Background: an optimization exercise with open tools, aiming at small area and a short achievable clock period. Do not read the settings as production practice. The RTL was checked by simulation tests, not by an equivalence proof against the original design.

// ex2_1
module ex2_1 (
	      input 		  clk, rst, validi,
	      input [31:0] 	  data_in,
	      output logic 	  valido,
	      output logic [31:0] data_out
	      );
Size: ~1,500 cells after synthesis, about 190 flip-flops, ~68 I/O pins, roughly 0.016 mm2 of cells after synthesis.
clock: 8.0 ns
lec_check: 0
cap_margin: 20
core_margin: 2
core_utilization: 40
setup_slack_margin: 3.8
slew_margin: 20
synth_hierarchical: 1
run.sh (not shown) runs the stock make flow with config.mk's settings and CLKGATE_MAP_FILE= SYNTH_SCRIPT=/design/flow/synth_recipe.tcl, a recipe that flattens the netlist after the stock synthesis.
Next try:
SETUP_SLACK_MARGIN = 4.5   (was 3.8)
TNS_END_PERCENT = 0   (was default)
Outcome: The changed run completed without violations; area after synthesis stays the same; worst setup slack improved by 0.012 ns; die area stays the same; first-iteration DRC count grows by about 13%.

========
Another version of the RTL of ex2_1 (not shown whole).
Size: ~1500 cells after synthesis, ~150 flip-flops, ~0.015 sq mm of cells after synthesis.
Settings: LEC_CHECK=0, CAP_MARGIN=20, CORE_MARGIN=2, CORE_UTILIZATION=40, SETUP_SLACK_MARGIN=4.5, SLEW_MARGIN=20, SYNTH_HIERARCHICAL=1; clock period 8.0 ns.
Then changed:
- SETUP_SLACK_MARGIN: 4.5 -> 4.4
- TNS_END_PERCENT: default -> 0
First-iteration DRC count shrinks by 14%; maximum frequency grows by 0.37%; final area came out lower by 12%; critical path depth came out lower by 4; count of clock-buffer cells in the layout rose by 1; core utilization goes down by 6.6 points; via count went down by 5.5%.
Then changed:
- SETUP_SLACK_MARGIN: 4.4 -> 4.0
=>
- final cell count came out lower by about 0.4%
- sequential share of layout area hardly moves
- cell area hardly moves
- critical path depth came out higher by 4
- hold slack stays flat
- register-to-register slack barely changes
Then changed:
- CORE_UTILIZATION: 40 -> 70
- SETUP_SLACK_MARGIN: 4.0 -> 4.4
What happened:
- The changed run ran to the end with no violations
- clock skew fell by 0.0031 ns
- critical path depth does not change
- synthesized cell count does not change

========
Another version of the RTL of ex2_1 (not shown whole).
Size: about 1500 cells after synthesis, roughly 68 I/O pins.
export LEC_CHECK = 0
export CAP_MARGIN = 20
export CORE_MARGIN = 2
export CORE_UTILIZATION = 40
export SETUP_SLACK_MARGIN = 4.2
export SLEW_MARGIN = 20
export SYNTH_HIERARCHICAL = 1
export TNS_END_PERCENT = 0
create_clock -name core_clock -period 8.0 [get_ports {clk}]
standard.sh (not shown) runs the stock make flow with config.mk's settings and CLKGATE_MAP_FILE= SYNTH_SCRIPT=/design/flow/synth_recipe.tcl, a recipe that flattens the netlist after the stock synthesis.
==> flow/flow/run.sh <==
#!/bin/bash
# The standard layout, except that the port buffers are plain buf_2 cells rather
# than the delay cells buffer_ports picks by default. make's full output goes to flow_make.log.
set -euo pipefail
bash standard.sh "BUFFER_PORTS_ARGS=-buffer_cell sky130_fd_sc_hd__buf_2" finish > flow_make.log 2>&1
Next try:
==> flow/flow/run.sh (replaced) <==
#!/bin/bash
# The standard layout, with two changes: the port buffers are plain buf_2 cells rather
# than the delay cells buffer_ports picks by default, and timing repair may resize a cell to
# any drive strength (MATCH_CELL_FOOTPRINT=0), not only to cells of the same footprint.
# make's full output goes to flow_make.log.
set -euo pipefail
bash standard.sh "BUFFER_PORTS_ARGS=-buffer_cell sky130_fd_sc_hd__buf_2" MATCH_CELL_FOOTPRINT=0 finish > flow_make.log 2>&1
SETUP_SLACK_MARGIN = 4.8   (was 4.2)
Core utilization grows by 0.34 points.
Sequential share of layout area fell by 0.13 points.
Non-clock buffer count is lower by 2.
Hold slack gains 0.0059 ns.
First-iteration DRC count climbs by 4.7%.

========
Another version of the RTL of ex2_1 (not shown whole).
Size: ~68 I/O pins, about 0.016 sq mm of cells after synthesis.
Settings: LEC_CHECK=0, CAP_MARGIN=20, CORE_MARGIN=2, CORE_UTILIZATION=40, SETUP_SLACK_MARGIN=4.4, SLEW_MARGIN=20, SYNTH_HIERARCHICAL=1, TNS_END_PERCENT=0; clock period 8.0 ns.
run.sh (not shown) runs the stock make flow with config.mk's settings and CLKGATE_MAP_FILE= SYNTH_SCRIPT=/design/flow/synth_recipe.tcl, a recipe that flattens the netlist after the stock synthesis.
Stock flow here: none of the scripts above is used.
Rerun with:
==> flow/flow/run.sh (new file) <==
#!/bin/bash
# The standard layout, except that the port buffers are plain buf_4 cells rather
# than the delay cells buffer_ports picks by default. make's full output goes to flow_make.log.
set -euo pipefail
bash standard.sh "BUFFER_PORTS_ARGS=-buffer_cell sky130_fd_sc_hd__buf_4" finish > flow_make.log 2>&1
==> flow/standard.sh (new file) <==
#!/bin/bash
# synth_recipe.tcl (not shown) runs the flow's synth.tcl, then flattens the netlist and writes it again
# the make line also repeats each setting of config.mk as NAME=value (left out here)
make -C /OpenROAD-flow-scripts/flow DESIGN_CONFIG=/design/flow/config.mk WORK_HOME=/design/flow/orfs CLKGATE_MAP_FILE= SYNTH_SCRIPT=/design/flow/synth_recipe.tcl "${@:-finish}"
removed: flow/run.sh
Result: The new run finished clean; worst setup slack is better by 0.045 ns; sequential share of layout area went up by 0.49 points; area after synthesis is unchanged; flip-flop and latch count stays the same; clock-buffer cell count went down by 4.

re-timing with driven ports:
No port has a modelled driver above. Below, the same layouts with a new extraction and two added sets of constraints.
Step 1 sets driving cells, clkbuf_16 on the clock port and buf_2 on the other inputs (assumed; they add their load-dependent delay and slew).
Step 2, shift: input delay + t, output delay - t, t = (earliest + latest rising clock arrival at the registers) / 2. This alone moves slack from input paths to output paths.
Three values: ideal, step 1, step 2; two values: the first two.
| run | t, ns | setup WS [ns] | worst hold slack (ns) | clock arrival spread, ns | worst register clock-pin slew, ns |
|---|---|---|---|---|---|
| the first run of note 1 | 0.518 | 3.866 / 3.900 / 3.382 | 0.439 / 0.439 / 0.439 | 0.017 / 0.017 | 0.08 / 0.08 |
| the second run of note 1 | 0.513 | 3.879 / 3.879 / 3.395 | 0.440 / 0.440 / 0.440 | 0.020 / 0.020 | 0.08 / 0.08 |
| the first run of note 2 | 0.493 | 3.942 / 3.958 / 3.465 | 0.452 / 0.452 / 0.452 | 0.021 / 0.021 | 0.08 / 0.08 |
| the second run of note 2 | 0.495 | 3.957 / 3.989 / 3.494 | 0.447 / 0.447 / 0.447 | 0.019 / 0.019 | 0.08 / 0.08 |
| the third run of note 2 | 0.492 | 3.954 / 3.982 / 3.490 | 0.447 / 0.447 / 0.447 | 0.018 / 0.018 | 0.08 / 0.08 |
| the fourth run of note 2 | 0.499 | 3.873 / 3.877 / 3.377 | 0.434 / 0.434 / 0.434 | 0.016 / 0.015 | 0.08 / 0.08 |
| the first run of note 3 | 0.502 | 4.222 / 4.252 / 3.750 | 0.434 / 0.434 / 0.434 | 0.020 / 0.019 | 0.08 / 0.08 |
| the second run of note 3 | 0.506 | 4.302 / 4.310 / 3.817 | 0.440 / 0.440 / 0.440 | 0.013 / 0.013 | 0.07 / 0.07 |
| the first run of note 4 | 0.508 | 4.177 / 4.190 / 3.682 | 0.436 / 0.436 / 0.436 | 0.014 / 0.014 | 0.08 / 0.08 |
| the second run of note 4 | 0.512 | 4.222 / 4.127 / 3.615 | 0.451 / 0.451 / 0.451 | 0.010 / 0.010 | 0.08 / 0.08 |
After both steps every run listed still meets setup and hold. The setup slack of the second run of note 4, which loses most, moves by -0.095 ns with the drivers and by -0.607 ns with both steps.
